From an optimization exercise on the open Yosys and OpenROAD flow, aimed at small area, a short achievable clock period and few clock cycles; shortcuts taken in it are not production practice.
Function was checked by simulation only, so behaviour that the tests miss may differ from the original.
Power is estimated from default activity; no workload was simulated.

==> design.v <==
`timescale 1ns / 1ps
module reg_file (
    input  logic        clk_i,
    input  logic        reset_i,
    input  logic [4:0]  ra1_i,
    input  logic [4:0]  ra2_i,
    output logic [31:0] rd1_o,
    output logic [31:0] rd2_o,
    input  logic        we_i,
    input  logic [4:0]  wa_i,
    input  logic [31:0] wd_i
);
    logic [31:1][31:0] regs;
    logic [31:0]       wd_g;
    assign wd_g = reset_i ? 32'd0 : wd_i;
    genvar i;
    generate
        for (i = 1; i < 32; i = i + 1) begin : g_reg
            logic en;
            assign en = reset_i | (we_i & (wa_i == i));
            always_ff @(posedge clk_i) begin
                if (en) regs[i] <= wd_g;
            end
        end
    endgenerate
    always_comb begin
        rd1_o = 32'd0;
        rd2_o = 32'd0;
        for (int k = 1; k < 32; k = k + 1) begin
            rd1_o = rd1_o | (regs[k] & {32{ra1_i == k[4:0]}});
            rd2_o = rd2_o | (regs[k] & {32{ra2_i == k[4:0]}});
        end
    end
endmodule
`timescale 1ns / 1ps
module riscv_core (
    input  logic        clk_i,
    input  logic        reset_i,
    output logic [31:0] pc_fi_o,
    input  logic [31:0] instr_fi_i,
    output logic [31:0] alu_result_mem_o,
    output logic [31:0] write_data_mem_o,
    output logic [2:0]  width_src_mem_o,
    output logic        mem_write_mem_o,
    input  logic [31:0] read_data_mem_i
);
    logic [31:2] pc_q;
    logic        ex_valid_q;
    logic [31:0] ex_a_q;         
    logic [31:0] ex_b_q;         
    logic [31:0] ex_sd_q;        
    logic [31:2] ex_alt_q;       
    logic        ex_adj_p1_q;    
    logic        ex_adj_m1_q;    
    logic        ex_cross_q;     
    logic [4:0]  ex_rd_q;
    logic        ex_we_q;        
    logic        ex_sub_q;
    logic        ex_sra_q;
    logic        ex_shl_q;       
    logic        ex_csr_q;
    logic        ex_csr_300_q;
    logic        ex_csr_7c0_q;
    logic        ex_br_q;
    logic        ex_pred_q;
    logic        ex_jump_q;      
    logic        ex_bht_upd_q;   
    logic [1:0]  ex_bht_idx_q;
    logic [1:0]  ex_bht_cnt_q;
    logic        ex_static_q;
    logic        ex_load_q;
    logic        ex_store_q;
    logic [2:0]  ex_f3_q;
    logic        ex_r_sum_q, ex_r_sh_q, ex_r_slt_q, ex_r_sltu_q;
    logic        ex_r_xor_q, ex_r_or_q, ex_r_and_q, ex_r_alt_q, ex_r_csr_q;
    logic [31:0] mem_res_q;
    logic [31:0] mem_sd_q;
    logic [2:0]  mem_f3_q;
    logic        mem_store_q;
    logic        mem_load_q;
    logic        mem_we_q;
    logic [4:0]  mem_rd_q;
    logic [31:0] csr_300_q;
    logic [31:0] csr_7c0_q;
    logic [31:0] ld_data;
    logic [31:0] wb_data;
    assign alu_result_mem_o = mem_res_q;
    assign write_data_mem_o = mem_sd_q;
    assign width_src_mem_o  = {mem_f3_q[2], mem_f3_q[0], ~mem_f3_q[1] & ~mem_f3_q[0]};
    assign mem_write_mem_o  = mem_store_q;
    logic ld_byte, ld_half, ld_sign;
    assign ld_byte = ~mem_f3_q[1] & ~mem_f3_q[0];
    assign ld_half = ~mem_f3_q[1] &  mem_f3_q[0];
    assign ld_sign = ~mem_f3_q[2] & (mem_f3_q[0] ? read_data_mem_i[15] : read_data_mem_i[7]);
    assign ld_data[7:0]   = read_data_mem_i[7:0];
    assign ld_data[15:8]  = ld_byte ? {8{ld_sign}} : read_data_mem_i[15:8];
    assign ld_data[31:16] = (ld_byte | ld_half) ? {16{ld_sign}} : read_data_mem_i[31:16];
    assign wb_data = mem_load_q ? ld_data : mem_res_q;
    logic [31:0] a, b;
    assign a = ex_a_q;
    assign b = ex_b_q;
    logic [32:0] sum;
    assign sum = {1'b0, a} + {1'b0, b ^ {32{ex_sub_q}}} + {32'd0, ex_sub_q};
    logic lt, ltu, eq, lt_low;
    assign lt_low = a[30:0] < b[30:0];
    assign ltu    = (a[31] ^ b[31]) ? b[31] : lt_low;
    assign lt     = (a[31] ^ b[31]) ? a[31] : lt_low;
    assign eq     = (a == b);
    logic [31:0] sh_in, sh_r, sh_out;
    logic [32:0] sh_x;
    always_comb begin
        for (int k = 0; k < 32; k = k + 1) sh_in[k] = ex_shl_q ? a[31-k] : a[k];
    end
    assign sh_x = $signed({ex_sra_q & a[31], sh_in}) >>> b[4:0];
    assign sh_r = sh_x[31:0];
    always_comb begin
        for (int k = 0; k < 32; k = k + 1) sh_out[k] = ex_shl_q ? sh_r[31-k] : sh_r[k];
    end
    logic [31:0] csr_old, csr_src, csr_new, csr_wd;
    logic        csr_we;
    assign csr_old = ({32{ex_csr_300_q}} & csr_300_q) | ({32{ex_csr_7c0_q}} & csr_7c0_q);
    assign csr_src = ex_f3_q[2] ? b : a;
    always_comb begin
        case (ex_f3_q[1:0])
            2'b01:   csr_new = csr_src;
            2'b10:   csr_new = csr_old | csr_src;
            default: csr_new = csr_old & ~csr_src;
        endcase
    end
    assign csr_wd = reset_i ? 32'd0 : csr_new;
    assign csr_we = ex_valid_q & ex_csr_q;
    always_ff @(posedge clk_i) begin
        if (reset_i | (csr_we & ex_csr_300_q)) csr_300_q <= csr_wd;
    end
    always_ff @(posedge clk_i) begin
        if (reset_i | (csr_we & ex_csr_7c0_q)) csr_7c0_q <= csr_wd;
    end
    logic [31:0] ex_res;
    assign ex_res = ({32{ex_r_sum_q}}  & sum[31:0])          |
                    ({32{ex_r_sh_q}}   & sh_out)             |
                    ({32{ex_r_slt_q}}  & {31'd0, lt})        |
                    ({32{ex_r_sltu_q}} & {31'd0, ltu})       |
                    ({32{ex_r_xor_q}}  & (a ^ b))            |
                    ({32{ex_r_or_q}}   & (a | b))            |
                    ({32{ex_r_and_q}}  & (a & b))            |
                    ({32{ex_r_alt_q}}  & {ex_alt_q, 2'b00})  |
                    ({32{ex_r_csr_q}}  & csr_old);
    logic cond, taken, redirect;
    logic [31:2] redirect_pc;
    assign cond        = ex_f3_q[2] ? (ex_f3_q[1] ? ltu : lt) : eq;
    assign taken       = cond ^ ex_f3_q[0];
    assign redirect    = ex_valid_q & (ex_jump_q | (ex_br_q & (ex_pred_q ? (~taken | ex_cross_q) : taken)));
    logic [31:2]  tgt_base;
    logic [31:12] tgt_hi_p1, tgt_hi_m1;
    logic [31:2]  tgt_full;
    assign tgt_base  = ex_pred_q ? pc_q : ex_alt_q;
    assign tgt_hi_p1 = tgt_base[31:12] + 20'd1;
    assign tgt_hi_m1 = tgt_base[31:12] - 20'd1;
    assign tgt_full  = {({20{ex_adj_p1_q}} & tgt_hi_p1) |
                        ({20{ex_adj_m1_q}} & tgt_hi_m1) |
                        ({20{~ex_adj_p1_q & ~ex_adj_m1_q}} & tgt_base[31:12]),
                        tgt_base[11:2]};
    assign redirect_pc = ex_jump_q ? sum[31:2] : (ex_pred_q & ~taken) ? ex_alt_q : tgt_full;
    logic [31:0] ins;
    assign ins = instr_fi_i;
    assign pc_fi_o = {pc_q, 2'b00};
    logic b6, b5, b4, b3, b2;
    assign {b6, b5, b4, b3, b2} = ins[6:2];
    logic d_sys, d_jal, d_jalr, d_br, d_lui, d_auipc, d_load, d_store, d_opimm, d_op;
    assign d_sys   =  b6 &  b4;
    assign d_jal   =  b6 &  b3;
    assign d_jalr  =  b6 & ~b3 &  b2;
    assign d_br    =  b6 & ~b4 & ~b2;
    assign d_lui   = ~b6 &  b2 &  b5;
    assign d_auipc = ~b6 &  b2 & ~b5;
    assign d_load  = ~b6 & ~b4 & ~b5;
    assign d_store = ~b6 & ~b4 &  b5;
    assign d_opimm = ~b6 &  b4 & ~b2 & ~b5;
    assign d_op    = ~b6 &  b4 & ~b2 &  b5;
    logic [4:0] rs1, rs2, rd;
    logic [2:0] f3;
    assign rs1 = ins[19:15];
    assign rs2 = ins[24:20];
    assign rd  = ins[11:7];
    assign f3  = ins[14:12];
    logic uses_rs1, uses_rs2, b_is_rs2, writes_rd;
    assign uses_rs1  = d_jalr | d_br | d_load | d_store | d_opimm | d_op | (d_sys & ~f3[2]);
    assign uses_rs2  = d_br | d_store | d_op;
    assign b_is_rs2  = d_br | d_op;
    assign writes_rd = ~(d_br | d_store) & (rd != 5'd0);
    logic        s, c, c_b, c_j;
    logic [10:0] t_lo_b, t_lo_j;
    logic        jal_short, pg_cross;
    assign s         = ins[31];
    assign t_lo_b    = {1'b0, pc_q[11:2]} + {1'b0, ins[7], ins[30:25], ins[11:9]};
    assign t_lo_j    = {1'b0, pc_q[11:2]} + {1'b0, ins[20], ins[30:22]};
    assign c_b       = t_lo_b[10];
    assign c_j       = t_lo_j[10];
    assign c         = ins[3] ? c_j : c_b;
    assign jal_short = (ins[19:12] == {8{s}});
    assign pg_cross  = (c != s);
    logic [31:2] target_b, target_j;
    logic [31:2] pc_plus4;
    assign target_b = {pc_q[31:12], t_lo_b[9:0]};
    assign target_j = {pc_q[31:12], t_lo_j[9:0]};
    assign pc_plus4 = pc_q + 30'd1;
    logic pred_br, pred;
    logic        sum_zero;
    logic [31:0] zt;
    assign zt       = (ex_a_q ^ ex_b_q) ^ {ex_a_q[30:0] | ex_b_q[30:0], 1'b0};
    assign sum_zero = ~|zt;
    logic same_rs, early_ok;
    assign same_rs  = (rs1 == rs2);
    assign early_ok = ~f3[2] & ~f3[1] & (rs2 == 5'd0) & (ex_rd_q == rs1) &
                      ex_valid_q & ex_we_q & ex_r_sum_q & ~ex_sub_q & ~ex_load_q;
    logic [3:0][1:0] bht;
    logic [1:0]      bht_cnt;
    logic            static_br;
    assign bht_cnt   = bht[pc_q[3:2]];
    assign static_br = same_rs ? (f3 == 3'b000 || f3 == 3'b101 || f3 == 3'b111)
                               : (ins[31] | ins[12]);
    assign pred_br   = early_ok ? (sum_zero ^ f3[0]) : (static_br ^ bht_cnt[1]);
    assign pred    = (d_jal & jal_short) | (d_br & pred_br);
    logic [31:0] rf_rd1, rf_rd2;
    reg_file u_reg_file (
        .clk_i   (clk_i),
        .reset_i (reset_i),
        .ra1_i   (rs1),
        .ra2_i   (rs2),
        .rd1_o   (rf_rd1),
        .rd2_o   (rf_rd2),
        .we_i    (mem_we_q),
        .wa_i    (mem_rd_q),
        .wd_i    (wb_data)
    );
    logic [31:0] imm_b;
    always_comb begin
        if (d_lui | d_auipc) imm_b = {ins[31:12], 12'd0};
        else if (d_jal)      imm_b = {{12{ins[31]}}, ins[19:12], ins[20], ins[30:21], 1'b0};
        else if (d_store)    imm_b = {{20{ins[31]}}, ins[31:25], ins[11:7]};
        else if (d_sys)      imm_b = {27'd0, rs1};
        else                 imm_b = {{20{ins[31]}}, ins[31:20]};
    end
    logic ex_fwd_ok;
    assign ex_fwd_ok = ex_valid_q & ex_we_q;
    logic sa_ex, sa_mem, sa_rf, sa_pc;
    logic sb_ex, sb_mem, sb_rf, sb_imm;
    logic sd_ex, sd_mem, sd_rf;
    logic m_ex1, m_ex2, m_mem1, m_mem2;
    assign m_ex1  = ex_fwd_ok & (ex_rd_q == rs1);
    assign m_ex2  = ex_fwd_ok & (ex_rd_q == rs2);
    assign m_mem1 = mem_we_q & (mem_rd_q == rs1);
    assign m_mem2 = mem_we_q & (mem_rd_q == rs2);
    logic a_is_rs1;
    assign a_is_rs1 = ~(d_lui | d_auipc | d_jal);
    assign sa_pc  = d_auipc | d_jal;
    assign sa_ex  = a_is_rs1 & m_ex1;
    assign sa_mem = a_is_rs1 & ~m_ex1 & m_mem1;
    assign sa_rf  = a_is_rs1 & ~m_ex1 & ~m_mem1;
    assign sb_imm = ~b_is_rs2;
    assign sb_ex  = b_is_rs2 & m_ex2;
    assign sb_mem = b_is_rs2 & ~m_ex2 & m_mem2;
    assign sb_rf  = b_is_rs2 & ~m_ex2 & ~m_mem2;
    assign sd_ex  = m_ex2;
    assign sd_mem = ~m_ex2 & m_mem2;
    assign sd_rf  = ~m_ex2 & ~m_mem2;
    logic [31:0] op_a, op_b, op_sd;
    assign op_a  = ({32{sa_ex}}  & ex_res)  | ({32{sa_mem}} & wb_data) |
                   ({32{sa_rf}}  & rf_rd1)  | ({32{sa_pc}}  & {pc_q, 2'b00});
    assign op_b  = ({32{sb_ex}}  & ex_res)  | ({32{sb_mem}} & wb_data) |
                   ({32{sb_rf}}  & rf_rd2)  | ({32{sb_imm}} & imm_b);
    assign op_sd = ({32{sd_ex}}  & ex_res)  | ({32{sd_mem}} & wb_data) |
                   ({32{sd_rf}}  & rf_rd2);
    logic stall;
    assign stall = ex_valid_q & ex_load_q & ex_we_q &
                   ((uses_rs1 & (ex_rd_q == rs1)) | (uses_rs2 & (ex_rd_q == rs2)));
    logic        take_target;
    logic sel_red, sel_hold, sel_seq, sel_tgt_b, sel_tgt_j;
    assign take_target = pred & ~stall & ~redirect & ~reset_i;
    assign sel_red  = ~reset_i & redirect;
    assign sel_hold = ~reset_i & ~redirect & stall;
    assign sel_seq  = ~reset_i & ~redirect & ~stall & ~pred;
    assign sel_tgt_b = take_target & ~ins[3];
    assign sel_tgt_j = take_target &  ins[3];
    always_ff @(posedge clk_i) begin
        pc_q <= ({30{sel_red}}     & redirect_pc) |
                ({30{sel_hold}}    & pc_q)        |
                ({30{sel_tgt_b}}   & target_b)    |
                ({30{sel_tgt_j}}   & target_j)    |
                ({30{sel_seq}}     & pc_plus4);
    end
    logic [1:0] bht_new, bht_wd;
    logic       bht_up;
    assign bht_up  = taken ^ ex_static_q;
    assign bht_new = bht_up ? ((ex_bht_cnt_q == 2'b11) ? 2'b11 : ex_bht_cnt_q + 2'd1)
                            : ((ex_bht_cnt_q == 2'b00) ? 2'b00 : ex_bht_cnt_q - 2'd1);
    assign bht_wd  = reset_i ? 2'b00 : bht_new;
    genvar gb;
    generate
        for (gb = 0; gb < 4; gb = gb + 1) begin : g_bht
            always_ff @(posedge clk_i) begin
                if (reset_i | (ex_valid_q & ex_bht_upd_q & (ex_bht_idx_q == gb))) bht[gb] <= bht_wd;
            end
        end
    endgenerate
    always_ff @(posedge clk_i) begin
        if (reset_i) ex_valid_q <= 1'b0;
        else         ex_valid_q <= ~redirect & ~stall;
    end
    always_ff @(posedge clk_i) begin
        ex_a_q       <= op_a;
        ex_b_q       <= op_b;
        ex_sd_q      <= op_sd;
        ex_alt_q     <= (d_br & ~pred) ? target_b : pc_plus4;
        ex_adj_p1_q  <= ~s &  c;
        ex_adj_m1_q  <=  s & ~c;
        ex_cross_q   <= pg_cross;
        ex_rd_q      <= rd;
        ex_we_q      <= writes_rd;
        ex_sub_q     <= d_op & ins[30] & (f3 == 3'b000);
        ex_sra_q     <= ins[30];
        ex_shl_q     <= ~f3[2];
        ex_r_sum_q   <= ~(d_op | d_opimm) ? ~(d_jal | d_jalr | d_sys) : (f3 == 3'b000);
        ex_r_sh_q    <= (d_op | d_opimm) & (f3[1:0] == 2'b01);
        ex_r_slt_q   <= (d_op | d_opimm) & (f3 == 3'b010);
        ex_r_sltu_q  <= (d_op | d_opimm) & (f3 == 3'b011);
        ex_r_xor_q   <= (d_op | d_opimm) & (f3 == 3'b100);
        ex_r_or_q    <= (d_op | d_opimm) & (f3 == 3'b110);
        ex_r_and_q   <= (d_op | d_opimm) & (f3 == 3'b111);
        ex_r_alt_q   <= d_jal | d_jalr;
        ex_r_csr_q   <= d_sys;
        ex_csr_q     <= d_sys;
        ex_csr_300_q <= d_sys & (ins[31:20] == 12'h300);
        ex_csr_7c0_q <= d_sys & (ins[31:20] == 12'h7C0);
        ex_br_q      <= d_br;
        ex_pred_q    <= pred;
        ex_bht_upd_q <= d_br & ~early_ok;
        ex_bht_idx_q <= pc_q[3:2];
        ex_bht_cnt_q <= bht_cnt;
        ex_static_q  <= static_br;
        ex_jump_q    <= d_jalr | (d_jal & ~(jal_short & ~pg_cross));
        ex_load_q    <= d_load;
        ex_store_q   <= d_store;
        ex_f3_q      <= f3;
    end
    always_ff @(posedge clk_i) begin
        if (reset_i) begin
            mem_store_q <= 1'b0;
            mem_we_q    <= 1'b0;
        end else begin
            mem_store_q <= ex_valid_q & ex_store_q;
            mem_we_q    <= ex_valid_q & ex_we_q;
        end
    end
    always_ff @(posedge clk_i) begin
        mem_res_q  <= ex_res;
        mem_sd_q   <= ex_sd_q;
        mem_f3_q   <= ex_f3_q;
        mem_load_q <= ex_load_q;
        mem_rd_q   <= ex_rd_q;
    end
endmodule
==> flow/run.sh <==
#!/bin/bash
# Layout flow: the standard synthesis unchanged, then the standard ORFS
# steps with two differences: the port buffers are buf_4 cells (the default
# choice, clkdlybuf4s50_1, is a slow delay cell), and timing repair aims for
# 6.25 ns of setup slack at the design's 10 ns clock.
set -euo pipefail
bash standard.sh synth > synth.log 2>&1
bash standard.sh SETUP_SLACK_MARGIN=6.25 \
    "BUFFER_PORTS_ARGS=-buffer_cell sky130_fd_sc_hd__buf_4" \
    finish > layout.log 2>&1
==> standard.sh <==
#!/bin/bash
# synth_recipe.tcl (not shown) runs the flow's synth.tcl, then flattens the netlist and writes it again
# the make line also repeats each setting of config.mk as NAME=value (left out here)
make -C /OpenROAD-flow-scripts/flow DESIGN_CONFIG=/design/flow/config.mk WORK_HOME=/design/flow/orfs CLKGATE_MAP_FILE= SYNTH_SCRIPT=/design/flow/synth_recipe.tcl "${@:-finish}"
==> config.mk <==
export PLATFORM = sky130hd
export DESIGN_NAME = riscv_core
export DESIGN_NICKNAME = riscv_core
export VERILOG_FILES = /design/flow/design.v
export SDC_FILE = /design/flow/constraint.sdc
export NUM_CORES = 8
export LEC_CHECK = 0
export CAP_MARGIN = 20
export CORE_MARGIN = 2
export CORE_UTILIZATION = 55
export CTS_CLUSTER_DIAMETER = 90
export CTS_CLUSTER_SIZE = 22
export SETUP_SLACK_MARGIN = 5
export SLEW_MARGIN = 20
export TNS_END_PERCENT = 0
==> constraint.sdc <==
create_clock -name core_clock -period 10.0 [get_ports {clk_i}]
set_input_delay 2.0000 -clock core_clock [delete_from_list [all_inputs] [get_ports {clk_i}]]
set_output_delay 2.0000 -clock core_clock [all_outputs]
set_load 0.01 [all_outputs]
==> impl_metrics.toml, run 1 <==
[logic_synthesis]
yosys_most_used_dff = "edfxtp_1"
avgSynthCellArea_um2 = 11.9
ys_seq_area_frac = 0.572
synth_cells = 5472
yosysWarnings = 2
async_flop_share = 0
ys_types = 77
synth-edff-count = 1064
netlist_area_um2 = 65200
synth_seq_cells = 1333

[setup_path]
r2r_end = "pc_q[6]"
worstSetupEndpointType = "flip-flop"
r2r_start = "ex_b_q[26]"
critPathLaunchType = "flip-flop"
r2r_slack_ps = 5750
crit_required_ps = 10610
crit_fanout = 9
crit_arrival_ps = 4860
critPathKind = "reg -> reg"
reg2reg_depth = 16

[sta]
setup_ws_ps = 5750
fin_tns_setup_ps = 0
grt_setup_unrepaired = "true"
setup_violations = 0
hold_viol_final = 0
period_minus_slack_ps = 4250
tightest_slew_ps = 1280
fin_skew_ps = 39.8
slew_violations = 0
max_freq_ghz = 0.235
fin_crit_sh = 0.425
slew_headroom = 0.137

[power_and_ir_drop]
pwr_density_cell_nw_per_um2 = 194
power.internal_uw = 9540
peakVddDrop_v = 0.000199
seqPwrFrac = 0.521
p_sw_frac = 0.340
switching_power_uw = 4920
clkPwrFrac = 0.229
p_comb_frac = 0.250
p_leak_uw = 0.0273

[floorplanning]
fp.dieW_um = 348
fp.coreArea_um2 = 118000
die_area_um2 = 121000
start_util = 0.553
die_y_um = 348
fp-row-count = 126
ios = 166

[global_route]
antenna_found_initial = 22
grt_max_degree = 62
overflow = 0
grt_pass1_wl_um = 434000
track_usage = 0.518
grt_pass1_vias = 53522

[layout]
fillers = 9233
nets = 5849
area_growth_pct = 14.1
drive_above_1_share = 0.181
utilization = 0.631

[routing]
postRouteAntennaNets = 0
drcViolationCount = 0
dr.pass1.iters = 14
first_iter_violations = 13061
routedWlPerCell_um = 44.6
num_vias = 58698
routed_via_density = 8.12
wl_um = 323000

[placement]
pre_cts_ws_ps = 4070
hpwl_um = 191000
place_congestion = 1.04
port_buffers = 161

[clock_network]
cts.hold.buffers_added = 0
clock-root-buffer = "clkbuf_16"
numCtsBuffers = 73
cts_tree = "done"
numClockSinks = 1333
cts.htree.levels = 3
clkTransAtPathRegs_ps = 100
insertion_delay_ps = 710
clock_tree.buffer_depth = 3

[worst_hold_path]
hp-start = "ex_sd_q[21]"
hp-class = "reg -> reg"
min_to = "mem_sd_q[21]"
hold_depth = 0

[status]
status = "no timing/DRC/antenna violations"

[flow_run]
timing.max_cap.violations = 0
## worst max path at each step
stage                   start                   end  slack [ps]  depth (start not counted)
4_1_cts             ex_b_q[6]               pc_q[4]        6050                         14
2_1_floorplan     mem_rd_q[1]  u_reg_file.regs[544]        5350                          3
5_1_grt            ex_b_q[24]               pc_q[6]        5670                         16
6_report           ex_b_q[26]               pc_q[6]        5750                         16
3_3_place_gp   instr_fi_i[20]             ex_b_q[5]        4140                         11
3_5_place_dp       ex_a_q[27]               pc_q[4]        4070                         13
## per-layer routing
layer  global-route usage  wire, µm  up-vias
met5              0.00440       257        -
met4                0.422     36200       18
met3                0.226     54700     2008
met2                0.725    128000     6388
met1                0.616    103000    28058
li1                     -         -    22226
## kinds of logic (layout without fill, tap and decap cells)
group | after synthesis | count (layout) | synth area share
AOI/OAI and AO/OA | 1856 | 1856 | 0.214
xor gates and xnor gates | 178 | 178 | 0.0239
adders and majority gates | 150 | 150 | 0.0291
buffers and inverters | 563 | 750 | 0.0331
DFF | 1333 | 1333 | 0.572
muxes | 195 | 195 | 0.0394
other | 1 | 30 | 0.0000575
and+or+nand+nor | 1196 | 1198 | 0.0881
## registers in the layout, indices dropped and copies added (netlist names), 2 cells and up
| signal | flops |
|---|---|
| u_reg_file.regs | 992 |
| csr_300_q | 32 |
| csr_7c0_q | 32 |
| ex_a_q | 32 |
| ex_b_q | 32 |
| ex_sd_q | 32 |
| mem_res_q | 32 |
| mem_sd_q | 32 |
| ex_alt_q | 30 |
| pc_q | 30 |
| bht | 8 |
| ex_rd_q | 5 |
| mem_rd_q | 5 |
| ex_f3_q | 3 |
| mem_f3_q | 3 |
| ex_bht_cnt_q | 2 |
| ex_bht_idx_q | 2 |
## critical path, cell delays in order (launching register included)
cell and delay [ps]:
dfxtp_4 420, inv_2 70, ha_4 260, nor4_4 370, nand4_1 130, buf_4 180, nor4_4 660, mux2_4 370
a221oi_4 280, buf_6 160, and4_4 250, o31ai_4 90, buf_6 150, buf_12 140, nor2_4 270, nand2_1 110
o211ai_1 210
## placed cells by master, fill, tap and decap left out, types with 22 or more instances in the layout
master / netlist / routed
clkbuf_16: 0 / 78
o211ai_1: 29 / 29
ha_1: 147 / 129
a22oi_1: 434 / 432
a222oi_1: 66 / 66
diode_2: 0 / 28
a21o_1: 70 / 67
nor2_4: 0 / 63
buf_6: 1 / 69
a21oi_1: 160 / 153
mux4_2: 46 / 46
dfxtp_2: 0 / 32
nor2_1: 324 / 255
dfxtp_1: 269 / 206
o21ai_0: 276 / 255
nand4_1: 104 / 104
edfxtp_1: 1064 / 1064
buf_12: 0 / 27
nand2_1: 274 / 262
buf_4: 6 / 379
xnor2_1: 91 / 84
nor3_1: 97 / 66
mux2_2: 32 / 31
xor2_1: 87 / 80
inv_1: 143 / 134
a22o_1: 266 / 266
nand3_1: 183 / 180
mux2i_1: 117 / 117
dfxtp_4: 0 / 31
a211oi_1: 27 / 25
a221oi_1: 300 / 290
o22ai_1: 30 / 30
nor2b_1: 24 / 22
o211a_1: 33 / 33
## power groups by stage
stage | clock [µW] | combinational [µW] | sequential [µW]
2_1_floorplan | 0 | 1660 | 7380
3_3_place_gp | 0 | 3050 | 7600
6_report | 3310 | 3620 | 7530
4_1_cts | 3270 | 3340 | 7490
3_5_place_dp | 0 | 3070 | 7610
5_1_grt | 3460 | 3660 | 7560
## final cells by class
| class | count | area, µm² | share of cell area |
|---|---|---|---|
| Inverter | 150 | 608 | 0.00817 |
| Antenna cell | 28 | 70.1 | 0.000941 |
| Clock buffer | 92 | 1960 | 0.0263 |
| Clock inverter | 12 | 149 | 0.00200 |
| Tap cell | 1536 | 1920 | 0.0258 |
| Multi-Input combinational cell | 3579 | 27700 | 0.371 |
| Sequential cell | 1333 | 37500 | 0.503 |
| Timing Repair Buffer | 496 | 4600 | 0.0618 |
## cells in the mapped netlist (all sizes together), types with 21 or more instances
cell type | number | area (µm²)
clkbuf | 351 | 1320
nor3 | 98 | 495
nand2 | 274 | 1030
a21o | 70 | 526
mux2 | 32 | 360
edfxtp | 1064 | 32000
nand2b | 27 | 169
o22ai | 30 | 188
nor4 | 25 | 156
dfxtp | 269 | 5390
xnor2 | 91 | 797
nor2b | 24 | 150
a221oi | 300 | 2630
and2 | 25 | 156
a21oi | 160 | 801
o211ai | 29 | 218
or4 | 23 | 173
a222oi | 66 | 661
nor2 | 324 | 1220
ha | 147 | 1840
a211oi | 27 | 203
nand3 | 183 | 916
mux4 | 46 | 1040
a22oi | 434 | 3260
inv | 147 | 552
xor2 | 87 | 762
buf | 62 | 277
mux2i | 117 | 1170
a22o | 266 | 2330
o221ai | 21 | 184
a221o | 21 | 210
nand4 | 104 | 651
o21ai | 276 | 1380
o211a | 33 | 330
## repair_timing
item | CTS | global route
pin swaps | 62 | 13
gates resized for setup | 420 | 35
setup buffers | 95 | 26
gates cloned | 7 | 3
endpoints found under the setup margin | 1173 | 1109
endpoints found under the hold margin | 0 | 0
## through the flow
step	area (µm²)	hold WS (ps)	std cells	power, µW
2_1_floorplan	65300	310	5473	9040
3_3_place_gp	69100	312	6963	10600
3_5_place_dp	69100	312	6963	10700
4_1_cts	74000	320	7169	14100
5_1_grt	74400	337	7203	14700
6_report	74500	318	7226	14500
Testbench counts, summed over its fixed seeds: cycles 62,146.
==> inputs of run 2 (changes only) <==
==> flow/run.sh (replaced) <==
#!/bin/bash
# Layout flow: the standard synthesis unchanged, then the standard ORFS
# steps with two differences: the port buffers are buf_4 cells (the default
# choice, clkdlybuf4s50_1, is a slow delay cell), and timing repair aims for
# 6.5 ns of setup slack at the design's 10 ns clock.
set -euo pipefail
bash standard.sh synth > synth.log 2>&1
bash standard.sh SETUP_SLACK_MARGIN=6.5 \
    "BUFFER_PORTS_ARGS=-buffer_cell sky130_fd_sc_hd__buf_4" \
    finish > layout.log 2>&1
==> impl_metrics.toml, run 2 <==
[status]
status = "no timing/DRC/antenna violations"

[sta]
setup_violations = 0
fin_tns_setup_ps = 0
slew_violations = 0
slew_headroom = 0.188
max_freq_ghz = 0.238
hold_viol_final = 0
tightest_slew_ps = 1210
period_minus_slack_ps = 4200
setup_ws_ps = 5800
fin_crit_sh = 0.420
fin_skew_ps = 56.5
grt_setup_unrepaired = "true"

[placement]
placedCellCount = 6956
hpwl_um = 190000
place_congestion = 1.09
pre_cts_ws_ps = 4170
port_buffers = 161

[layout]
seq_area_um2 = 37500
nets = 5853
regMostFlops = "u_reg_file.regs"
largest_reg_flops = 992
fillers = 9274
drive_above_1_share = 0.186
instances_no_fill = 7213
multi_input_area_um2 = 27800
layout_commonest_cell = "edfxtp_1"
area_growth_pct = 14.6
layout_common_cells = "edfxtp_1 (1064), a22oi_1 (430), buf_4 (394)"

[power_and_ir_drop]
pwr_density_cell_nw_per_um2 = 195
p_total_uw = 14600
p_leak_uw = 0.0274
peakVddDrop_v = 0.000195

[clock_network]
numClockSinks = 1333
insertion_delay_ps = 740
clock_tree.buffer_depth = 3
clkTransAtPathRegs_ps = 90
cts.htree.levels = 3
clock-root-buffer = "clkbuf_16"
numCtsBuffers = 75
cts_tree = "done"

[logic_synthesis]
synth-edff-count = 1064
yosysWarnings = 2
netlist_area_um2 = 65200
ys_top_cells_by_count = "edfxtp_1 (1064), a22oi_1 (434), clkbuf_1 (348), nor2_1 (324), a221oi_1 (300)"
yosys_most_used_dff = "edfxtp_1"
ys_types = 77
yosysMostFrequentCell = "edfxtp_1"
async_flop_share = 0
synth_largest_area_cell = "edfxtp_1"
synth_cells = 5472
synth_top_area_frac = 0.490
synth_area_leaders = "edfxtp_1 (49%), dfxtp_1 (8.3%), a22oi_1 (5.0%), a221oi_1 (4.0%), a22o_1 (3.6%)"
synth_seq_cells = 1333
avgSynthCellArea_um2 = 11.9
ys_seq_area_frac = 0.572

[routing]
routed_via_density = 8.14
postRouteAntennaNets = 0
routedWlPerCell_um = 44.8
dr.pass1.iters = 11
first_iter_violations = 12802
drcViolationCount = 0
num_vias = 58747
wl_um = 323000

[floorplanning]
fp-row-count = 126
ios = 166
fp.coreArea_um2 = 118000
fp.dieW_um = 348
start_util = 0.553
die_area_um2 = 121000
die_y_um = 348

[flow_run]
timing.max_cap.violations = 0

[setup_path]
cp-startpoint = "ex_sub_q"
crit_required_ps = 10580
r2r_slack_ps = 5800
crit_arrival_ps = 4780
reg2reg_depth = 14
crit_fanout = 32
r2r_end = "ex_sd_q[21]"
critPathLaunchType = "flip-flop"
r2r_start = "ex_sub_q"
worstSetupEndpointType = "flip-flop"
critPathKind = "reg -> reg"

[worst_hold_path]
min_to = "mem_sd_q[10]"
hp-class = "reg -> reg"
hold_depth = 0
hp-start = "ex_sd_q[10]"

[global_route]
grt_pass1_vias = 54065
grt_pass1_wl_um = 433000
grt_max_degree = 62
track_usage = 0.517
overflow = 0
antenna_found_initial = 19
## run 2: cell counts after synthesis
No cell type changed its count.
## run 2: logic make-up (layout without fill, tap and decap cells)
family	Yosys count	in the layout	synth area share
AO/OA/AOI/OAI	1856	1856	0.214
flip-flops	1333	1333	0.572
AND/OR/NAND/NOR	1196	1197	0.0881
buffers and inverters	563	752	0.0331
multiplexers	195	195	0.0394
XOR/XNOR	178	178	0.0239
adder cells (fa/ha/maj)	150	150	0.0291
other	1	16	0.0000575
## run 2: worst max-delay path: stages, from the launching register on
cell      delay (ps)
dfxtp_2          380
buf_12           240
xor2_1           110
ha_1             430
o21ai_0          130
a221oi_1         310
o211ai_1         140
buf_4            180
o31ai_4          330
buf_4            210
nand3_1           80
nand2_1           90
xor2_1           660
a221oi_2         320
a21oi_1          390
## run 2: layout make-up
class	instances	area share
antenna	14	0.000469
clock buffer	87	0.0261
clock inverter	16	0.00368
inverter	150	0.00837
multi-input combinational	3578	0.372
sequential	1333	0.502
tap	1536	0.0257
timing repair buffer	499	0.0619
## run 2: metrics by stage
stage,hold WS (ps),area (µm²),util
2_1_floorplan,310,65600,-
3_3_place_gp,312,69200,0.586
3_5_place_dp,312,69200,0.587
4_1_cts,318,74400,0.631
5_1_grt,326,74700,0.634
6_report,325,74800,0.634
## run 2: metal layers
layer  GRT usage  wire length [µm]
met4       0.411             35200
met3       0.229             55000
met2       0.734            131000
met1       0.609            102000
met5     0.00120               206
## run 2: timing repair
action	CTS	global route
hold buffers	0	0
pin swaps	74	13
endpoints found under the setup margin	528	501
buffers inserted	114	17
cloned	8	0
resized for setup	422	40
## run 2: how the worst max path moves through the flow
stage	depth (start not counted)	endpoint
after CTS	16	pc_q[4]
final	14	ex_sd_q[21]
after floorplan	12	ex_alt_q[2]
after global placement	12	ex_a_q[9]
after detailed placement	13	pc_q[31]
after global routing	16	pc_q[4]
## run 2: where the power goes
part / switching [µW] / internal [µW] / total, µW
logic: 2450 / 1220 / 3670
clock network: 1940 / 1470 / 3400
registers: 605 / 6930 / 7530
total: 5000 / 9620 / 14600
==> inputs of run 3 (changes only) <==
--- a/design.v
+++ b/design.v
@@ -221,5 +221,14 @@
                                : (ins[31] | ins[12]);
     assign pred_br   = early_ok ? (sum_zero ^ f3[0]) : (static_br ^ bht_cnt[1]);
-    assign pred    = (d_jal & jal_short) | (d_br & pred_br);
+    logic        jr_fuse, c_r, cross_r;
+    logic [10:0] t_lo_r;
+    logic [31:2] target_r;
+    assign jr_fuse  = d_jalr & m_ex1 & ex_r_sum_q & ~ex_sub_q & ~ex_load_q &
+                      (ex_b_q == 32'd0) & (ex_a_q[1:0] == 2'b00);
+    assign t_lo_r   = {1'b0, ex_a_q[11:2]} + {1'b0, ins[31:22]};
+    assign c_r      = t_lo_r[10];
+    assign cross_r  = (c_r != s);
+    assign target_r = {ex_a_q[31:12], t_lo_r[9:0]};
+    assign pred    = (d_jal & jal_short) | (d_br & pred_br) | jr_fuse;
     logic [31:0] rf_rd1, rf_rd2;
     reg_file u_reg_file (
@@ -276,10 +285,11 @@
                    ((uses_rs1 & (ex_rd_q == rs1)) | (uses_rs2 & (ex_rd_q == rs2)));
     logic        take_target;
-    logic sel_red, sel_hold, sel_seq, sel_tgt_b, sel_tgt_j;
+    logic sel_red, sel_hold, sel_seq, sel_tgt_b, sel_tgt_j, sel_tgt_r;
     assign take_target = pred & ~stall & ~redirect & ~reset_i;
     assign sel_red  = ~reset_i & redirect;
     assign sel_hold = ~reset_i & ~redirect & stall;
     assign sel_seq  = ~reset_i & ~redirect & ~stall & ~pred;
-    assign sel_tgt_b = take_target & ~ins[3];
+    assign sel_tgt_b = take_target & ~ins[3] & ~ins[2];
+    assign sel_tgt_r = take_target & ~ins[3] &  ins[2];
     assign sel_tgt_j = take_target &  ins[3];
     always_ff @(posedge clk_i) begin
@@ -288,4 +298,5 @@
                 ({30{sel_tgt_b}}   & target_b)    |
                 ({30{sel_tgt_j}}   & target_j)    |
+                ({30{sel_tgt_r}}   & target_r)    |
                 ({30{sel_seq}}     & pc_plus4);
     end
@@ -339,5 +350,5 @@
         ex_bht_cnt_q <= bht_cnt;
         ex_static_q  <= static_br;
-        ex_jump_q    <= d_jalr | (d_jal & ~(jal_short & ~pg_cross));
+        ex_jump_q    <= (d_jalr & ~(jr_fuse & ~cross_r)) | (d_jal & ~(jal_short & ~pg_cross));
         ex_load_q    <= d_load;
         ex_store_q   <= d_store;
==> flow/run.sh (replaced) <==
#!/bin/bash
# Layout flow: the standard synthesis unchanged, then the standard ORFS
# steps with two differences: the port buffers are buf_4 cells (the default
# choice, clkdlybuf4s50_1, is a slow delay cell), and timing repair aims for
# 6.25 ns of setup slack at the design's 10 ns clock.
set -euo pipefail
bash standard.sh synth > synth.log 2>&1
bash standard.sh SETUP_SLACK_MARGIN=6.25 \
    "BUFFER_PORTS_ARGS=-buffer_cell sky130_fd_sc_hd__buf_4" \
    finish > layout.log 2>&1
==> impl_metrics.toml, run 3 <==
[setup_path]
cp-startpoint = "instr_fi_i[24]"
critPathMaxStageDelay_ps = 600
r2r_slack_ps = 5750
reg2reg_depth = 10
critPathKind = "in -> reg"
crit_required_ps = 10590
crit_arrival_ps = 4870
crit_top_cell = "buf_6"
crit_chain = "buf_6 > or3b_2 > nor2_4 > buf_6 > a22oi_1 > nand4_1 > nor3_1 > nand2_1 > mux2i_1 > a21oi_4"
crit_slowest_cell = "or3b_2"
r2r_end = "ex_sd_q[23]"
cp-endpoint = "ex_sd_q[9]"
crit_fanout = 32
critPathLaunchType = "input pin"
worstSetupEndpointType = "flip-flop"
r2r_start = "ex_shl_q"

[logic_synthesis]
yosysWarnings = 2
ys_types = 97
async_flop_share = 0
ys_seq_area_frac = 0.562
netlist_area_um2 = 66400
synth_seq_cells = 1333
yosysMostFrequentCell = "edfxtp_1"
avgSynthCellArea_um2 = 11.6
synth-edff-count = 1064
ys_top_cells_by_count = "edfxtp_1 (1064), a22oi_1 (655), nand2_1 (407), clkbuf_1 (351), nor2_1 (303)"
yosys_most_used_dff = "edfxtp_1"
synth_largest_area_cell = "edfxtp_1"
synth_area_leaders = "edfxtp_1 (48%), dfxtp_1 (8.1%), a22oi_1 (7.4%), ha_1 (3.0%), a221oi_1 (2.6%)"
synth_cells = 5702
synth_top_area_frac = 0.481

[floorplanning]
fp-row-count = 127
fp.dieW_um = 352
fp.coreArea_um2 = 120000
die_area_um2 = 124000
die_y_um = 352
ios = 166
start_util = 0.554

[clock_network]
clock_tree.buffer_depth = 3
numCtsBuffers = 74
clock-root-buffer = "clkbuf_16"
cts.htree.levels = 3
clkTransAtPathRegs_ps = 90
numClockSinks = 1333
cts_tree = "done"
insertion_delay_ps = 740

[sta]
slew_headroom = 0.0398
hold_viol_final = 0
fin_skew_ps = 31.7
setup_ws_ps = 5720
period_minus_slack_ps = 4280
setup_violations = 0
max_freq_ghz = 0.234
tightest_slew_ps = 1430
fin_tns_setup_ps = 0
grt_setup_unrepaired = "true"
fin_crit_sh = 0.428
slew_violations = 0

[flow_run]
timing.max_cap.violations = 0

[global_route]
overflow = 0
antenna_found_initial = 23
grt_pass1_vias = 55996
track_usage = 0.533
grt_pass1_wl_um = 451000
grt_max_degree = 71

[layout]
fillers = 9733
area_growth_pct = 12.4
largest_reg_flops = 992
nets = 6054
drive_above_1_share = 0.161
regMostFlops = "u_reg_file.regs"
layout_commonest_cell = "edfxtp_1"
layout_common_cells = "edfxtp_1 (1064), a22oi_1 (653), nand2_1 (394)"

[power_and_ir_drop]
p_leak_uw = 0.0273
p_total_uw = 15500
pwr_density_cell_nw_per_um2 = 208
peakVddDrop_v = 0.000149

[placement]
pre_cts_ws_ps = 3990
hpwl_um = 192000
place_congestion = 1.08
port_buffers = 161

[routing]
num_vias = 60910
postRouteAntennaNets = 0
dr.pass1.iters = 13
drcViolationCount = 0
first_iter_violations = 14153
wl_um = 336000
routed_via_density = 8.14
routedWlPerCell_um = 44.9

[status]
status = "no timing/DRC/antenna violations"

[worst_hold_path]
hp-start = "ex_sd_q[18]"
hp-class = "reg -> reg"
==> run 3: cell types whose count changed in the layout (fill, tap and decap cells not counted), moves of 18 or more <==
cell,delta
a221oi_1,-102
a22o_1,-110
a22oi_1,+223
dfxtp_1,+30
dfxtp_4,-29
ha_1,+24
nand2_1,+133
nor2_1,-23
o211ai_1,+25
o22ai_1,-18
xnor2_1,+23
==> run 3: area by class of cell <==
class	instances	area, µm²	share of cell area
clock inverters	17	268	0.00358
inverters	154	594	0.00796
well taps	1612	2020	0.0270
repair buffers	468	4030	0.0540
multi-input cells	3796	28400	0.380
diodes	14	35.0	0.000469
clock buffers	88	1930	0.0258
flip-flops and latches	1333	37400	0.501
==> run 3: per-layer routing <==
metal / share of wire / up-vias / GRT usage / wire, µm
li1: - / 22919 / - / -
met1: 0.31 / 29289 / 0.614 / 105000
met2: 0.40 / 6533 / 0.749 / 136000
met3: 0.17 / 2141 / 0.254 / 57300
met4: 0.11 / 28 / 0.445 / 37400
met5: 0.0014 / - / 0.0106 / 484
==> run 3: metrics by stage <==
stage / util / instances / cell area (µm²) / hold slack [ps]
5_1_grt: 0.623 / 7470 / 74700 / 335
6_report: 0.623 / 7482 / 74700 / 325
4_1_cts: 0.621 / 7463 / 74400 / 324
2_1_floorplan: - / 5703 / 66400 / 310
3_3_place_gp: 0.587 / 7261 / 70400 / 311
3_5_place_dp: 0.587 / 7261 / 70400 / 312
==> run 3: critical path, delay by kind of cell <==
kind / cells / cell delay, ps
simple gates: 5 / 1270
buf+inv: 2 / 680
mux: 1 / 210
compound gates: 2 / 600
==> run 3: logic make-up after synthesis <==
kind of cell / count (synthesis) / share of synthesized area
xor gates and xnor gates: 193 / 0.0254
buffers and inverters: 575 / 0.0337
other: 1 / 0.0000565
adders and majority gates: 162 / 0.0309
DFF: 1333 / 0.562
muxes: 188 / 0.0381
and+or+nand+nor: 1339 / 0.0968
AOI/OAI and AO/OA: 1911 / 0.213
==> run 3: worst min-delay path by stage <==
stage	depth (start not counted)	slack, ps	end
global route	0	330	mem_sd_q[9]
detailed placement	0	310	mem_sd_q[0]
global placement	0	310	mem_sd_q[19]
floorplan	0	310	mem_sd_q[0]
CTS	0	320	mem_sd_q[9]
finish	0	330	mem_sd_q[18]
==> run 3: what timing repair did <==
action                     CTS  global route
gates cloned                 3             2
hold buffers                 0             0
gates resized for setup    260            36
setup endpoints to repair  294           376
pin swaps                   35             4
buffers inserted            94             2
==> run 3: report_power, final <==
| part | leakage, µW | switching (µW) | internal (µW) |
|---|---|---|---|
| Clock | 0.00106 | 1940 | 1440 |
| Combinational | 0.0131 | 2930 | 1430 |
| Sequential | 0.0132 | 791 | 6990 |
| Total | 0.0273 | 5660 | 9860 |
Testbench counts of run 3, summed over its fixed seeds: cycles 61,149.
==> inputs of run 4 (changes only) <==
--- a/design.v
+++ b/design.v
@@ -120,5 +120,5 @@
     logic        csr_we;
     assign csr_old = ({32{ex_csr_300_q}} & csr_300_q) | ({32{ex_csr_7c0_q}} & csr_7c0_q);
-    assign csr_src = ex_f3_q[2] ? b : a;
+    assign csr_src = a;      
     always_comb begin
         case (ex_f3_q[1:0])
@@ -248,10 +248,9 @@
         else if (d_jal)      imm_b = {{12{ins[31]}}, ins[19:12], ins[20], ins[30:21], 1'b0};
         else if (d_store)    imm_b = {{20{ins[31]}}, ins[31:25], ins[11:7]};
-        else if (d_sys)      imm_b = {27'd0, rs1};
         else                 imm_b = {{20{ins[31]}}, ins[31:20]};
     end
     logic ex_fwd_ok;
     assign ex_fwd_ok = ex_valid_q & ex_we_q;
-    logic sa_ex, sa_mem, sa_rf, sa_pc;
+    logic sa_ex, sa_mem, sa_rf, sa_pc, sa_uimm;
     logic sb_ex, sb_mem, sb_rf, sb_imm;
     logic sd_ex, sd_mem, sd_rf;
@@ -262,5 +261,6 @@
     assign m_mem2 = mem_we_q & (mem_rd_q == rs2);
     logic a_is_rs1;
-    assign a_is_rs1 = ~(d_lui | d_auipc | d_jal);
+    assign a_is_rs1 = ~(d_lui | d_auipc | d_jal | (d_sys & f3[2]));
+    assign sa_uimm  = d_sys & f3[2];
     assign sa_pc  = d_auipc | d_jal;
     assign sa_ex  = a_is_rs1 & m_ex1;
@@ -276,5 +276,6 @@
     logic [31:0] op_a, op_b, op_sd;
     assign op_a  = ({32{sa_ex}}  & ex_res)  | ({32{sa_mem}} & wb_data) |
-                   ({32{sa_rf}}  & rf_rd1)  | ({32{sa_pc}}  & {pc_q, 2'b00});
+                   ({32{sa_rf}}  & rf_rd1)  | ({32{sa_pc}}  & {pc_q, 2'b00}) |
+                   ({32{sa_uimm}} & {27'd0, rs1});
     assign op_b  = ({32{sb_ex}}  & ex_res)  | ({32{sb_mem}} & wb_data) |
                    ({32{sb_rf}}  & rf_rd2)  | ({32{sb_imm}} & imm_b);
==> flow/run.sh (replaced) <==
#!/bin/bash
# Layout flow: the standard synthesis unchanged, then the standard ORFS
# steps with two differences: the port buffers are buf_4 cells (the default
# choice, clkdlybuf4s50_1, is a slow delay cell), and timing repair aims for
# 6.5 ns of setup slack at the design's 10 ns clock.
set -euo pipefail
bash standard.sh synth > synth.log 2>&1
bash standard.sh SETUP_SLACK_MARGIN=6.5 \
    "BUFFER_PORTS_ARGS=-buffer_cell sky130_fd_sc_hd__buf_4" \
    finish > layout.log 2>&1
==> impl_metrics.toml, run 4 <==
[logic_synthesis]
ys_top_cells_by_count = "edfxtp_1 (1064), a22oi_1 (677), nand2_1 (425), nor2_1 (355), clkbuf_1 (325)"
ys_types = 90
netlist_area_um2 = 66000
yosysWarnings = 2
synth-edff-count = 1064
yosys_most_used_dff = "edfxtp_1"
synth_area_leaders = "edfxtp_1 (48%), dfxtp_1 (8.2%), a22oi_1 (7.7%), ha_1 (3.0%), a221oi_1 (2.5%)"
synth_top_area_frac = 0.484
yosysMostFrequentCell = "edfxtp_1"
synth_seq_cells = 1333
synth_largest_area_cell = "edfxtp_1"
avgSynthCellArea_um2 = 11.7
async_flop_share = 0
ys_seq_area_frac = 0.565
synth_cells = 5666

[global_route]
track_usage = 0.526
grt_pass1_wl_um = 442000
grt_pass1_vias = 54830
antenna_found_initial = 15
grt_max_degree = 62
overflow = 0

[floorplanning]
fp-row-count = 127
die_area_um2 = 123000
start_util = 0.553
ios = 166
fp.coreArea_um2 = 119000
fp.dieW_um = 351
die_y_um = 351

[sta]
fin_crit_sh = 0.430
max_freq_ghz = 0.232
tightest_slew_ps = 1260
fin_tns_setup_ps = 0
slew_violations = 0
slew_headroom = 0.158
period_minus_slack_ps = 4300
holdWs_ps = 329
fin_skew_ps = 48.3
hold_viol_final = 0
grt_setup_unrepaired = "true"
setup_violations = 0

[placement]
hpwl_um = 196000
placedCellCount = 7235
port_buffers = 161
place_congestion = 1.07

[layout]
nets = 6022
layout_common_cells = "edfxtp_1 (1064), a22oi_1 (676), nand2_1 (408)"
drive_above_1_share = 0.161
area_growth_pct = 13.0
instances_no_fill = 7451
layout_commonest_cell = "edfxtp_1"
largest_reg_flops = 992
regMostFlops = "u_reg_file.regs"

[routing]
num_vias = 60028
routed_via_density = 8.06
routedWlPerCell_um = 44.6
wl_um = 332000
first_iter_violations = 13406
dr.pass1.iters = 13
drcViolationCount = 0
postRouteAntennaNets = 0

[power_and_ir_drop]
peakVddDrop_v = 0.000222
pwr_density_cell_nw_per_um2 = 198
p_leak_uw = 0.0272
p_total_uw = 14800

[setup_path]
critPathLaunchType = "flip-flop"
crit_arrival_ps = 4890
crit_chain = "buf_6 > inv_2 > mux4_2 > mux4_2 > mux2i_1 > mux2_2 > nor2_1 > o311ai_0 > o21bai_1 > nor2_1 > a21oi_1"
worstSetupEndpointType = "flip-flop"
cp_top_family = "compound AO/OA/AOI/OAI gates"
crit_fanout = 61
critPathBufInv = 2
critPathKind = "reg -> reg"
critPathMaxStageDelay_ps = 930
crit_required_ps = 10590
crit_slowest_cell = "o311ai_0"
r2r_slack_ps = 5700

[clock_network]
insertion_delay_ps = 730
cts.hold.buffers_added = 0
cts.htree.levels = 3
cts_tree = "done"
clkTransAtPathRegs_ps = 90
numClockSinks = 1333
clock_tree.buffer_depth = 3
numCtsBuffers = 74
clock-root-buffer = "clkbuf_16"

[status]
status = "no timing/DRC/antenna violations"

[flow_run]
timing.max_cap.violations = 0

[worst_hold_path]
hp-class = "reg -> reg"
==> run 4: repair_timing <==
| action | 4_1_cts | 5_1_grt |
|---|---|---|
| resized for setup | 247 | 78 |
| endpoints found under the hold margin | 0 | 0 |
| endpoints found under the setup margin | 642 | 1062 |
| cloned | 2 | 2 |
| buffers inserted | 84 | 7 |
| pin swaps | 42 | 10 |
==> run 4: final timing paths <==
kind | from | end | cells after the start
max | ex_shl_q | ex_sd_q[13] | 11
min | ex_sd_q[25] | mem_sd_q[25] | 0
max reg2reg | ex_shl_q | ex_sd_q[13] | 11
min reg2reg | ex_sd_q[25] | mem_sd_q[25] | 0
==> run 4: cell families after synthesis <==
group	after synthesis	synth area share
AOI/OAI and AO/OA	1865	0.210
and+or+nand+nor	1386	0.100
DFF	1333	0.565
buffers and inverters	565	0.0333
xor gates and xnor gates	192	0.0255
adders and majority gates	163	0.0313
muxes	161	0.0339
other	1	0.0000568
==> run 4: final cells by class <==
| cell class | count | area [µm²] |
|---|---|---|
| Fill cell | 9590 | 44900 |
| Sequential cell | 1333 | 37400 |
| Multi-Input combinational cell | 3769 | 28300 |
| Timing Repair Buffer | 467 | 4180 |
| Tap cell | 1612 | 2020 |
| Clock buffer | 87 | 1930 |
| Inverter | 150 | 568 |
| Clock inverter | 18 | 236 |
| Antenna cell | 15 | 37.5 |
==> run 4: stage by stage <==
step	setup WS (ps)	utilization	cell area, µm²
after CTS	5930	0.620	74100
after floorplan	5700	-	66200
after global routing	5770	0.624	74600
after global placement	3700	0.587	70100
after detailed placement	3690	0.587	70200
final	5700	0.624	74600
==> run 4: report_power, final <==
| part | internal (µW) | switching [µW] |
|---|---|---|
| Clock | 1420 | 1940 |
| Sequential | 6960 | 650 |
| Combinational | 1210 | 2580 |
==> run 4: per-layer routing <==
metal	wire length, µm	global-route usage	vias up	share of wire
li1	-	-	22764	-
met1	105000	0.617	28721	0.32
met3	54900	0.220	2132	0.17
met5	507	0.0208	-	0.0015
met4	37600	0.437	27	0.11
met2	134000	0.747	6384	0.40
Testbench counts of run 4, summed over its fixed seeds: cycles 61,149.
==> inputs of run 5 (changes only) <==
==> flow/run.sh (replaced) <==
#!/bin/bash
# Layout flow: the standard synthesis unchanged, then the standard ORFS
# steps with two differences: the port buffers are buf_4 cells (the default
# choice, clkdlybuf4s50_1, is a slow delay cell), and timing repair aims for
# 7 ns of setup slack at the design's 10 ns clock.
set -euo pipefail
bash standard.sh synth > synth.log 2>&1
bash standard.sh SETUP_SLACK_MARGIN=7 \
    "BUFFER_PORTS_ARGS=-buffer_cell sky130_fd_sc_hd__buf_4" \
    finish > layout.log 2>&1
==> impl_metrics.toml, run 5 <==
[layout]
seq_area_um2 = 37400
area_growth_pct = 13.0
layout_commonest_cell = "edfxtp_1"
regMostFlops = "u_reg_file.regs"
drive_above_1_share = 0.161
fillers = 9590
largest_reg_flops = 992
nets = 6022
utilization = 0.624
multi_input_area_um2 = 28300
layout_common_cells = "edfxtp_1 (1064), a22oi_1 (676), nand2_1 (408)"

[setup_path]
cp_top_family = "compound AO/OA/AOI/OAI gates"
critPathBufInv = 2
crit_slowest_cell = "o311ai_0"
critPathLaunchType = "flip-flop"
crit_arrival_ps = 4890
crit_required_ps = 10590
worstSetupEndpointType = "flip-flop"
critPathMaxStageDelay_ps = 930
crit_chain = "buf_6 > inv_2 > mux4_2 > mux4_2 > mux2i_1 > mux2_2 > nor2_1 > o311ai_0 > o21bai_1 > nor2_1 > a21oi_1"
critPathKind = "reg -> reg"
crit_fanout = 61

[global_route]
grt_pass1_wl_um = 442000
antenna_found_initial = 15
grt_pass1_vias = 54830
track_usage = 0.526
overflow = 0
grt_max_degree = 62

[sta]
grt_setup_unrepaired = "true"
hold_viol_final = 0
setup_ws_ps = 5700
fin_crit_sh = 0.430
period_minus_slack_ps = 4300
slew_violations = 0
fin_tns_setup_ps = 0
slew_headroom = 0.158
setup_violations = 0
tightest_slew_ps = 1260
max_freq_ghz = 0.232
fin_skew_ps = 48.3

[power_and_ir_drop]
peakVddDrop_v = 0.000222
pwr_density_cell_nw_per_um2 = 198
p_leak_uw = 0.0272

[clock_network]
clock-root-buffer = "clkbuf_16"
cts.htree.levels = 3
insertion_delay_ps = 730
clkTransAtPathRegs_ps = 90
cts.hold.buffers_added = 0
clock_tree.buffer_depth = 3
numClockSinks = 1333
numCtsBuffers = 74
cts_tree = "done"

[logic_synthesis]
ys_types = 90
ys_top_cells_by_count = "edfxtp_1 (1064), a22oi_1 (677), nand2_1 (425), nor2_1 (355), clkbuf_1 (325)"
synth_top_area_frac = 0.484
yosysWarnings = 2
synth_area_leaders = "edfxtp_1 (48%), dfxtp_1 (8.2%), a22oi_1 (7.7%), ha_1 (3.0%), a221oi_1 (2.5%)"
yosys_most_used_dff = "edfxtp_1"
synth-edff-count = 1064
yosysMostFrequentCell = "edfxtp_1"
async_flop_share = 0
ys_seq_area_frac = 0.565
synth_seq_cells = 1333
synth_largest_area_cell = "edfxtp_1"
synth_cells = 5666
netlist_area_um2 = 66000
avgSynthCellArea_um2 = 11.7

[flow_run]
timing.max_cap.violations = 0

[floorplanning]
die_area_um2 = 123000
ios = 166
die_y_um = 351
fp.dieW_um = 351
fp-row-count = 127
start_util = 0.553
fp.coreArea_um2 = 119000

[routing]
dr.pass1.iters = 13
drcViolationCount = 0
wl_um = 332000
first_iter_violations = 13406
postRouteAntennaNets = 0
routedWlPerCell_um = 44.6
num_vias = 60028
routed_via_density = 8.06

[worst_hold_path]
hp-class = "reg -> reg"

[placement]
port_buffers = 161
pre_cts_ws_ps = 3690
hpwl_um = 196000
place_congestion = 1.07

[status]
status = "no timing/DRC/antenna violations"
-- run 5: layer usage --
| layer | wire length [µm] | track usage |
|---|---|---|
| met5 | 507 | 0.0208 |
| met4 | 37600 | 0.437 |
| met3 | 54900 | 0.220 |
| met2 | 134000 | 0.747 |
| met1 | 105000 | 0.617 |
-- run 5: per-stage QoR --
| step | power [µW] | area [µm²] | hold slack [ps] | instances |
|---|---|---|---|---|
| finish | 14800 | 74600 | 329 | 7451 |
| global route | 15000 | 74600 | 336 | 7438 |
| CTS | 14400 | 74100 | 328 | 7426 |
| detailed placement | 11100 | 70200 | 312 | 7235 |
| global placement | 11000 | 70100 | 311 | 7232 |
| floorplan | 9290 | 66200 | 310 | 5667 |
-- run 5: logic make-up after synthesis --
kind of cell / Yosys count / synth area share
adder cells (fa/ha/maj): 163 / 0.0313
XOR/XNOR: 192 / 0.0255
AND/OR/NAND/NOR: 1386 / 0.100
other: 1 / 0.0000568
AO/OA/AOI/OAI: 1865 / 0.210
multiplexers: 161 / 0.0339
flip-flops: 1333 / 0.565
buffers and inverters: 565 / 0.0333
-- run 5: final timing paths --
kind | slack (ps) | cells after the start | end | start
hold / removal | 330 | 0 | mem_sd_q[25] | ex_sd_q[25]
hold reg to reg | 330 | 0 | mem_sd_q[25] | ex_sd_q[25]
setup / recovery | 5700 | 11 | ex_sd_q[13] | ex_shl_q
setup reg to reg | 5700 | 11 | ex_sd_q[13] | ex_shl_q
-- run 5: report_power, final --
part | switching [µW] | leakage (µW) | internal [µW]
clock network | 1940 | 0.00105 | 1420
logic | 2580 | 0.0130 | 1210
registers | 650 | 0.0132 | 6960
-- run 5: repair_timing --
item                                    4_1_cts  5_1_grt
buffers inserted                             84        7
cloned                                        2        2
endpoints found under the setup margin     1891     1938
pin swaps                                    42       10
resized for setup                           247       78
-- run 5: area by class of cell --
type                            instances  share of cell area
Sequential cell                      1333               0.501
Multi-Input combinational cell       3769               0.379
Timing Repair Buffer                  467              0.0561
Tap cell                             1612              0.0270
Clock buffer                           87              0.0259
Inverter                              150             0.00761
Clock inverter                         18             0.00317
Antenna cell                           15            0.000503
==> inputs of run 6 (changes only) <==
--- a/design.v
+++ b/design.v
@@ -49,6 +49,5 @@
     logic [31:0] ex_a_q;         
     logic [31:0] ex_b_q;         
-    logic [31:0] ex_sd_q;        
-    logic [31:2] ex_alt_q;       
+    logic [31:0] ex_alt_q;       
     logic        ex_adj_p1_q;    
     logic        ex_adj_m1_q;    
@@ -144,5 +143,5 @@
                     ({32{ex_r_or_q}}   & (a | b))            |
                     ({32{ex_r_and_q}}  & (a & b))            |
-                    ({32{ex_r_alt_q}}  & {ex_alt_q, 2'b00})  |
+                    ({32{ex_r_alt_q}}  & ex_alt_q)           |
                     ({32{ex_r_csr_q}}  & csr_old);
     logic cond, taken, redirect;
@@ -154,5 +153,5 @@
     logic [31:12] tgt_hi_p1, tgt_hi_m1;
     logic [31:2]  tgt_full;
-    assign tgt_base  = ex_pred_q ? pc_q : ex_alt_q;
+    assign tgt_base  = ex_pred_q ? pc_q : ex_alt_q[31:2];
     assign tgt_hi_p1 = tgt_base[31:12] + 20'd1;
     assign tgt_hi_m1 = tgt_base[31:12] - 20'd1;
@@ -161,5 +160,5 @@
                         ({20{~ex_adj_p1_q & ~ex_adj_m1_q}} & tgt_base[31:12]),
                         tgt_base[11:2]};
-    assign redirect_pc = ex_jump_q ? sum[31:2] : (ex_pred_q & ~taken) ? ex_alt_q : tgt_full;
+    assign redirect_pc = ex_jump_q ? sum[31:2] : (ex_pred_q & ~taken) ? ex_alt_q[31:2] : tgt_full;
     logic [31:0] ins;
     assign ins = instr_fi_i;
@@ -323,6 +322,5 @@
         ex_a_q       <= op_a;
         ex_b_q       <= op_b;
-        ex_sd_q      <= op_sd;
-        ex_alt_q     <= (d_br & ~pred) ? target_b : pc_plus4;
+        ex_alt_q     <= d_store ? op_sd : {((d_br & ~pred) ? target_b : pc_plus4), 2'b00};
         ex_adj_p1_q  <= ~s &  c;
         ex_adj_m1_q  <=  s & ~c;
@@ -367,5 +365,5 @@
     always_ff @(posedge clk_i) begin
         mem_res_q  <= ex_res;
-        mem_sd_q   <= ex_sd_q;
+        mem_sd_q   <= ex_alt_q;
         mem_f3_q   <= ex_f3_q;
         mem_load_q <= ex_load_q;
==> flow/run.sh (replaced) <==
#!/bin/bash
# Layout flow: the standard synthesis unchanged, then the standard ORFS
# steps with two differences: the port buffers are buf_4 cells (the default
# choice, clkdlybuf4s50_1, is a slow delay cell), and timing repair aims for
# 6.25 ns of setup slack at the design's 10 ns clock.
set -euo pipefail
bash standard.sh synth > synth.log 2>&1
bash standard.sh SETUP_SLACK_MARGIN=6.25 \
    "BUFFER_PORTS_ARGS=-buffer_cell sky130_fd_sc_hd__buf_4" \
    finish > layout.log 2>&1
==> impl_metrics.toml, run 6 <==
[routing]
routedWlPerCell_um = 45.4
dr.pass1.iters = 12
drcViolationCount = 0
first_iter_violations = 13593
postRouteAntennaNets = 0
routed_via_density = 8.17
num_vias = 59670
wl_um = 332000

[logic_synthesis]
ys_top_cells_by_count = "edfxtp_1 (1064), a22oi_1 (601), nand2_1 (407), nor2_1 (356), clkbuf_1 (328)"
synth_simple_gate_area_frac = 0.0971
yosysMostFrequentCell = "edfxtp_1"
synth_area_leaders = "edfxtp_1 (49%), dfxtp_1 (7.3%), a22oi_1 (6.9%), ha_1 (3.0%), a22o_1 (2.9%)"
synth_top_area_frac = 0.490
yosysWarnings = 2
synth_compound_gate_area_share = 0.216
yosys_most_used_dff = "edfxtp_1"
synthAdderAreaFrac = 0.0315
synth-edff-count = 1064
synth_largest_area_cell = "edfxtp_1"
synth.mux.area_fraction = 0.0334
synth_top_family_by_area = "compound AO/OA/AOI/OAI gates"
ys_types = 98
synth_seq_cells = 1303
async_flop_share = 0
netlist_area_um2 = 65200
synth_cells = 5579
avgSynthCellArea_um2 = 11.7
synthXorXnorAreaFrac = 0.0252
ys_seq_area_frac = 0.563

[setup_path]
r2r_start = "ex_sub_q"
r2r_end = "ex_alt_q[20]"
crit_fanout = 18
crit_arrival_ps = 4990
cp-endpoint = "ex_a_q[23]"
r2r_slack_ps = 5690
cp-startpoint = "instr_fi_i[19]"
worstSetupEndpointType = "flip-flop"
crit_required_ps = 10640
reg2reg_depth = 14
critPathKind = "in -> reg"
critPathLaunchType = "input pin"

[layout]
nets = 5954
layout_commonest_cell = "edfxtp_1"
utilization = 0.626
fin_area_um2 = 73700
largest_reg_flops = 992
layout_common_cells = "edfxtp_1 (1064), a22oi_1 (601), nand2_1 (394)"
area_growth_pct = 13.0
drive_above_1_share = 0.164
regMostFlops = "u_reg_file.regs"

[clock_network]
clkTransAtPathRegs_ps = 90
clock_tree.buffer_depth = 3
numClockSinks = 1303
insertion_delay_ps = 740
cts_tree = "done"
cts.htree.levels = 3
numCtsBuffers = 72
clock-root-buffer = "clkbuf_16"
cts.hold.buffers_added = 0

[sta]
hold_viol_final = 0
max_freq_ghz = 0.230
fin_tns_setup_ps = 0
period_minus_slack_ps = 4350
slew_headroom = 0.209
fin_crit_sh = 0.435
fin_skew_ps = 44.9
setup_ws_ps = 5650
tightest_slew_ps = 1180
grt_setup_unrepaired = "true"
slew_violations = 0
setup_violations = 0

[placement]
pre_cts_ws_ps = 4100
port_buffers = 161
post_dp_cell_area_um2 = 69100
hpwl_um = 197000
place_congestion = 1.07

[power_and_ir_drop]
switching_power_uw = 5360
power.internal_uw = 9560
clkPwrFrac = 0.221
pwr_density_cell_nw_per_um2 = 202
p_comb_frac = 0.269
seqPwrFrac = 0.509
peakVddDrop_v = 0.000194
p_sw_frac = 0.359
p_leak_uw = 0.0267

[floorplanning]
die_area_um2 = 121000
start_util = 0.554
fp.coreArea_um2 = 118000
die_y_um = 348
ios = 166
fp-row-count = 126
fp.dieW_um = 348

[global_route]
track_usage = 0.534
antenna_found_initial = 27
grt_pass1_vias = 55036
grt_max_degree = 67
grt_pass1_wl_um = 446000
overflow = 0

[flow_run]
timing.max_cap.violations = 0

[status]
status = "no timing/DRC/antenna violations"

[worst_hold_path]
hp-class = "reg -> reg"
## run 6: logic make-up after synthesis
kind of cell               count (synthesis)
muxes                                    162
buffers and inverters                    554
xor gates and xnor gates                 188
AOI/OAI and AO/OA                       1880
and+or+nand+nor                         1329
DFF                                     1303
adders and majority gates                162
other                                      1
## run 6: cell type report
type	instances	area, µm²
diodes	19	47.5
clock buffers	83	1870
clock inverters	17	253
fillers	9463	44100
inverters	136	533
multi-input cells	3725	27900
flip-flops and latches	1303	36800
well taps	1536	1920
repair buffers	488	4420
repair inverters	1	5.00
## run 6: critical path, stage by stage
cell	delay (ps)
buf_4	190
nand3b_1	200
buf_4	180
nor2_4	900
buf_4	560
a22o_1	190
a221oi_1	60
nand4_1	140
o21ai_1	270
o2111ai_1	230
## run 6: layer usage
metal  vias up  global-route usage  wire length [µm]
met4        22               0.437             36500
met1     28364               0.617            104000
met3      2138               0.249             57200
met5         -              0.0144               325
li1      22532                   -                 -
met2      6614               0.755            134000
## run 6: worst min path at each step
| stage | slack [ps] | startpoint | to | depth (start not counted) |
|---|---|---|---|---|
| finish | 400 | ex_rd_q[0] | mem_rd_q[0] | 0 |
| global route | 410 | ex_rd_q[0] | mem_rd_q[0] | 0 |
| CTS | 400 | ex_rd_q[0] | mem_rd_q[0] | 0 |
| detailed placement | 390 | ex_rd_q[0] | mem_rd_q[0] | 0 |
| global placement | 390 | ex_rd_q[1] | mem_rd_q[1] | 0 |
| floorplan | 330 | ex_alt_q[0] | mem_sd_q[0] | 0 |
## run 6: power by group through the flow
stage	sequential, µW	clock, µW	combinational, µW
floorplan	7380	0	1930
global placement	7640	0	3550
detailed placement	7650	0	3570
CTS	7530	3260	3770
global route	7610	3450	4080
finish	7590	3300	4020
## run 6: what timing repair did
item | in CTS | in global routing
setup endpoints to repair | 1210 | 1317
gates resized for setup | 315 | 13
setup buffers | 103 | 2
gates cloned | 7 | 0
pin swaps | 49 | 9
## run 6: stage by stage
step           hold slack, ps  power [µW]  std cells
4_1_cts                   404       14500       7286
3_5_place_dp              388       11200       7076
2_1_floorplan             331        9310       5580
3_3_place_gp              388       11200       7075
5_1_grt                   408       15100       7293
6_report                  404       14900       7308
Testbench counts of run 6, summed over its fixed seeds: cycles 61,149.

-- port drivers added, routing unchanged --
In the flow no input, the clock included, has a driving cell. The finished layouts below were timed again as built, in two steps.
Step 1 sets driving cells, clkbuf_16 on the clock port and buf_2 on the other inputs (assumed; they add their load-dependent delay and slew).
Step 2 also shifts input and output timing later by t, the mid clock arrival at the registers, as if the neighbouring blocks saw the same clock.
Slacks: no drivers / after step 1 / after step 2; pairs: no drivers / after step 1.
| run | t (ns) | setup slack, ns | hold WS [ns] |
|---|---|---|---|
| run 1 | 0.770 | 5.747 / 5.747 / 5.043 | 0.318 / 0.318 / 0.318 |
| run 2 | 0.793 | 5.804 / 5.780 / 4.987 | 0.325 / 0.325 / 0.325 |
| run 3 | 0.801 | 5.720 / 5.751 / 4.957 | 0.325 / 0.325 / 0.325 |
| run 4 | 0.787 | 5.696 / 5.696 / 4.917 | 0.329 / 0.329 / 0.329 |
| run 5 | 0.787 | 5.696 / 5.696 / 4.917 | 0.329 / 0.329 / 0.329 |
| run 6 | 0.789 | 5.645 / 5.687 / 4.903 | 0.404 / 0.404 / 0.404 |
After both steps every run listed still meets setup and hold. The setup slack of run 2, which loses most, moves by -0.024 ns with the drivers and by -0.817 ns with both steps.
